This design comes from an exercise in tuning for a short achievable clock period and few clock cycles on the open sky130 flow, not from production work.
In this exercise RTL edits were held to simulation tests only and were not proved equivalent to the original.
Power figures rest on the tool's default switching activity, not on a simulated workload.

== zinc ==
## TinyMIPS
module TinyMIPS(clk, rst, data_fromRAM, wrEn, addr_toRAM, data_toRAM);
Size: about 4500 cells after synthesis, ~1000 flip-flops.
Settings: LEC_CHECK=0, CAP_MARGIN=20, CORE_MARGIN=2, CORE_UTILIZATION=40, SETUP_SLACK_MARGIN=4.3, SLEW_MARGIN=20; clock period 7.0 ns.
run.sh (not shown) runs the stock make flow with config.mk's settings and CLKGATE_MAP_FILE= SYNTH_SCRIPT=/design/flow/synth_recipe.tcl, a recipe that flattens the netlist after the stock synthesis.
Testbench counts of zinc, summed over its fixed seeds: cycles 42,078.
Relative to zinc, the following input files were edited for cedar:
--- a/flow/design.v
+++ b/flow/design.v
@@ -489,13 +489,18 @@
 	wire fv_nf = anyf & ~f_stat & ~cmiss;
 	wire [1:0] qn_nf = qn + {1'b0, fv} - {1'b0, cons};
 	wire room = (qn_nf == 2'd0) | ((qn_nf == 2'd1) & ~fv_nf);
 	wire fetch = ~ex_mem & room;
 	wire fill = pf & ~csel;
 	wire cfet = ex_mem & room & ~f_stat;
-	wire credir = misp_r & ~smc & cvl[redir_r[3:0]] & (ctg[redir_r[3:0]] == redir_r[7:4]);
+	wire hit_t = cvl[e_tgt[3:0]] & (ctg[e_tgt[3:0]] == e_tgt[7:4]) &
+	             ~(fill & (fpc[3:0] == e_tgt[3:0])) & ~(wr & (ar[3:0] == e_tgt[3:0]));
+	wire hit_p = cvl[e_pc1[3:0]] & (ctg[e_pc1[3:0]] == e_pc1[7:4]) &
+	             ~(fill & (fpc[3:0] == e_pc1[3:0])) & ~(wr & (ar[3:0] == e_pc1[3:0]));
+	reg       rhit_r;
+	wire credir = misp_r & ~smc & rhit_r;
 	wire [7:0] redir = smc ? smc_pc : credir ? redir1_r : redir_r;
 	wire [7:0] redir1 = smc ? smc_pc1 : credir ? redir2_r : redir1_r;
 	wire [7:0] fa_n = f_stat ? f_tgt : cmiss ? fr : (bhit ? bt : pcf);
 	wire [7:0] fa1_n = f_stat ? f_tgt1 : cmiss ? fr + 8'd1 : (bhit ? bt1 : pcf + 8'd1);
 	wire b_ins = ex_go & e_br & taken & ~e_btb;
 	wire b_del = ex_go & e_br & ~taken & e_btb;
@@ -530,12 +535,13 @@
 			cd[fpc[3:0]] <= data_fromRAM;
 			ctg[fpc[3:0]] <= fpc[7:4];
 		end
 		redir_r <= (taken & ~e_ann) ? e_tgt : e_pc1;
 		redir1_r <= (taken & ~e_ann) ? e_tgt1 : e_pc2;
 		redir2_r <= (taken & ~e_ann) ? e_tgt2 : e_pc3;
+		rhit_r <= (taken & ~e_ann) ? hit_t : hit_p;
 		if (ex_st) begin
 			smc_pc <= e_pc1;
 			smc_pc1 <= e_pc2;
 		end
 		f_btb <= bhit & ~credir;
 		bi_pc <= e_pc;
## What came out
zinc → cedar: number of logic stages on the critical path including buffering now larger; top fanout value on the critical path shrank by 1. Changes observed in cedar relative to zinc: overall fraction of global-route tracks in use +0.83 points, number of buffers added by the clock tree synthesis step increased 1.8%. Against zinc, total chip power in cedar came out worse. Share of synthesized cell area in and, or, nand and nor gates: cedar vs zinc up 1.5 points. The power density over the cells of cedar exceeds that of zinc by about 3.3%. Summary of cedar over zinc: met2 usage in global routing higher, via count of the first global-routing pass climbed 4.9%. On net switching power, zinc beats cedar. The final reports for cedar and zinc show number of nets in the finished design higher in the former. Re post-placement worst setup slack: cedar is 0.055 ns down on zinc.
Testbench counts of cedar, summed over its fixed seeds: cycles 42,088.


Setup of v6:
Another version of the RTL of TinyMIPS (not shown whole).
Size in the first run: about 6300 cells after synthesis, ~1000 flip-flops, about 43 I/O pins, roughly 59000 sq um of cells after synthesis.
==> flow/config.mk <==
export PLATFORM = sky130hd
export DESIGN_NAME = TinyMIPS
export DESIGN_NICKNAME = TinyMIPS
export VERILOG_FILES = /design/flow/design.v
export SDC_FILE = /design/flow/constraint.sdc
export NUM_CORES = 4
export LEC_CHECK = 0
export CAP_MARGIN = 20
export CORE_MARGIN = 2
export CORE_UTILIZATION = 40
export SETUP_SLACK_MARGIN = 4.3
export SLEW_MARGIN = 20
==> flow/constraint.sdc <==
create_clock -name core_clock -period 7.0 [get_ports {clk}]
set_input_delay 1.4000 -clock core_clock [delete_from_list [all_inputs] [get_ports {clk}]]
set_output_delay 1.4000 -clock core_clock [all_outputs]
set_load 0.01 [all_outputs]
v6 | status: complete | timing, DRC, antenna: pass
Testbench counts of v6, summed over its fixed seeds: cycles 42,078.
Input changes introduced in v7 (baseline for comparison: v6):
--- a/flow/design.v
+++ b/flow/design.v
@@ -33,15 +33,15 @@
 	reg [1:0] tA, tB, tC;    
 	reg       sAr, sAm, sAl, sBr, sBm, sBl, sCr, sCm, sCl;   
 	reg       sAe, sBe, sCe;                                 
 	reg [7:0] e_pc;
 	reg [5:0] e_imm;
 	reg       skip_pend;
 	reg       misp_r;            
-	reg [7:0] redir_r, redir1_r, redir2_r;
+	reg [7:0] redir_r, redir1_r;
 	reg       rv, mv, lv;
 	reg [2:0] rd_, md, ldd;
 	reg [15:0] res_r, mres_r, ld_r;
 	reg       memv, wbv;
 	reg [2:0] memd, wbd;
 	reg       m2v, m3v;
 	reg [2:0] m2d, m3d;
@@ -77,16 +77,14 @@
 	TinyMIPS_cmp16 u_cmp (.a(opA), .b(opB), .gt(c_gt), .lt(c_lt), .eq(c_eq));
 	wire tk = (e_beq & c_eq) | (e_blt & c_lt) | (e_bgt & c_gt);
 	wire e_br = e_beq | e_blt | e_bgt;
 	wire [7:0] e_pc1 = e_pc + 8'd1;
 	wire [7:0] e_pc2 = e_pc + 8'd2;
 	wire [7:0] e_tgt = e_pc + {{2{e_imm[5]}}, e_imm};
 	wire [7:0] e_tgt1 = e_pc + {{2{e_imm[5]}}, e_imm} + 8'd1;
-	wire [7:0] e_tgt2 = e_pc + {{2{e_imm[5]}}, e_imm} + 8'd2;
-	wire [7:0] e_pc3 = e_pc + 8'd3;
 	wire taken = tk & ~e_off1 & ~(e_off2 & ~e_pred);
 	wire skip_now = ex_go & e_br & tk & e_off2 & ~e_pred;
 	wire misp = (ex_go & (e_br ? (taken != e_pred) : e_pred)) | (ev & e_ann & e_pred & ~smc & ~misp_r);
 	reg [15:0] mr0, mr1, mr2, mr3, mr4, mr5, mz0r, mz1r;
 	wire mw1 = eB[0] & eC[0];
 	wire mw2 = eB[1] & eC[0];
 	wire mw3 = eB[0] & eC[1];
@@ -496,17 +494,16 @@
 	wire pred_redir = f_stat & ~flush;
 	wire fv_nf = anyf & ~f_stat & ~cmiss;
 	wire [1:0] qn_nf = qn + {1'b0, fv} - {1'b0, cons};
 	wire room = (qn_nf == 2'd0) | ((qn_nf == 2'd1) & ~fv_nf);
 	wire fetch = ~ex_mem & room;
 	wire fill = pf & ~csel;
 	wire cfet = ex_mem & room & ~f_stat;
-	wire credir = misp_r & ~smc & cvl[redir_r[3:0]] & (ctg[redir_r[3:0]] == redir_r[7:4]);
-	wire [7:0] redir = smc ? smc_pc : credir ? redir1_r : redir_r;
-	wire [7:0] redir1 = smc ? smc_pc1 : credir ? redir2_r : redir1_r;
+	wire [7:0] redir = smc ? smc_pc : redir_r;
+	wire [7:0] redir1 = smc ? smc_pc1 : redir1_r;
 	wire [7:0] fa_n = f_stat ? f_tgt : cmiss ? fr : (bhit ? bt : pcf);
 	wire [7:0] fa1_n = f_stat ? f_tgt1 : cmiss ? fr + 8'd1 : (bhit ? bt1 : pcf + 8'd1);
 	wire b_ins = ex_go & e_br & taken & ~e_btb;
 	wire b_del = ex_go & e_br & ~taken & e_btb;
 	always @(posedge clk) begin
 		RF[0] <= RFv[0];
 		RF[1] <= RFv[1];
@@ -518,15 +515,15 @@
 		RF[7] <= RFv[7];
 		res_r <= alu;
 		rd_ <= ed;
 		mres_r <= mres;
 		md <= m3d;
 		ld_r <= data_fromRAM;
 		ldd <= wbd;
-		fpc <= credir ? redir_r : fr;
+		fpc <= fr;
 		memd <= ed;
 		wbd <= memd;
 		m2d <= ed;
 		mr0 <= mq0;
 		mr1 <= mq1;
 		mr2 <= mq2;
 		mr3 <= mq3;
@@ -534,27 +531,26 @@
 		mr5 <= mq5;
 		mz0r <= mz0;
 		mz1r <= mz1;
 		m3d <= m2d;
 		dr <= opA;
 		ar <= ex_mem ? sa : (flush ? redir : fa_n);
 		fr <= flush ? redir : fa_n;
-		cdat <= cd[credir ? redir_r[3:0] : fr[3:0]];
+		cdat <= cd[fr[3:0]];
 		if (fill) begin
 			cd[fpc[3:0]] <= data_fromRAM;
 			ctg[fpc[3:0]] <= fpc[7:4];
 		end
 		redir_r <= (taken & ~e_ann) ? e_tgt : e_pc1;
 		redir1_r <= (taken & ~e_ann) ? e_tgt1 : e_pc2;
-		redir2_r <= (taken & ~e_ann) ? e_tgt2 : e_pc3;
 		if (ex_st) begin
 			smc_pc <= e_pc1;
 			smc_pc1 <= e_pc2;
 		end
-		f_btb <= bhit & ~credir;
+		f_btb <= bhit;
 		bi_pc <= e_pc;
 		bi_tg <= e_tgt;
 		bi_tp <= e_tgt1;
 		if (qn == 2'd0 || (qn == 2'd1 && cons)) begin
 			q0i <= fdat; q0p <= fpc; q0t <= f_pred; q0b <= f_btb;
 		end
 		else if (qn == 2'd2 && cons) begin
@@ -645,17 +641,17 @@
 			skip_pend <= 1'b0;
 			misp_r <= 1'b0;
 		end
 		else begin
 			wr <= ex_st;
 			afetch <= flush | fetch;
 			cfetch <= ~flush & cfet;
-			csel <= cfetch | credir;
+			csel <= cfetch;
 			pf <= afetch;
-			fv <= credir | (~flush & fv_nf);
+			fv <= ~flush & fv_nf;
 			if (fill) cvl[fpc[3:0]] <= 1'b1;
 			if (wr) cvl[ar[3:0]] <= 1'b0;
 			qn <= flush ? 2'd0 : qn_nf;
 			pcf <= flush ? redir1 : ((fetch | cfet) ? fa1_n : fa_n);
 			if (ex_free | flush)
 				ev <= cons & ~flush;
 			misp_r <= misp & ~flush;
--- outcome ---
- Part of the power in the clock network in v7 vs v6: up 0.6 points
- Cmp v7 and v6 / final period demand of the worst path / higher: v7
- Routed length per instance delta (v6 -> v7): insignificant
- Tightest slew margin relative to the limit down 3.3 points in v7 wrt v6
- Lower maximum single-stage delay on the critical path was reported by v6, not v7.
- The run showing the greater synthesized cell count is v6.
- Going from v6 to v7, wire length shrinks by about 8%.
- Lower synthesized-area fraction occupied by and/or/nand/nor cells goes to v7 over v6.
- v6 has higher die area than v7.
- Maximum frequency, v7 and v6: larger value in v6
Testbench counts of v7, summed over its fixed seeds: cycles 42,685.

static timing again, ports no longer ideal:
The flow's constraints put no driver on any port. The routed layouts listed below were extracted and timed again, unchanged, in two steps.
Step 1: set_driving_cell puts a clkbuf_16 on clk and a buf_2 on each other input, an assumption about the parent block.
Step 2 adds t to the input delays and takes it off the output delays; t is the mean of the earliest and latest rising clock arrival at the registers after step 1. Input paths then give back, and output paths get back, about the clock's delay inside the block.
Slacks: ideal / step 1 / step 2; pairs: ideal / step 1.
| run | shift t [ns] | slack for setup (ns) | clock arrival spread, ns |
|---|---|---|---|
| zinc | 0.825 | 3.329 / 3.329 / 2.742 | 0.096 / 0.096 |
| cedar | 0.820 | 3.377 / 3.408 / 2.588 | 0.079 / 0.080 |
| v6 | 0.833 | 3.200 / 3.200 / 2.594 | 0.032 / 0.033 |
| v7 | 0.833 | 3.154 / 3.154 / 2.463 | 0.041 / 0.041 |
After both steps setup and hold are still met in every run listed. The setup slack of cedar, which loses most, moves by +0.031 ns with the drivers and by -0.789 ns with both steps.
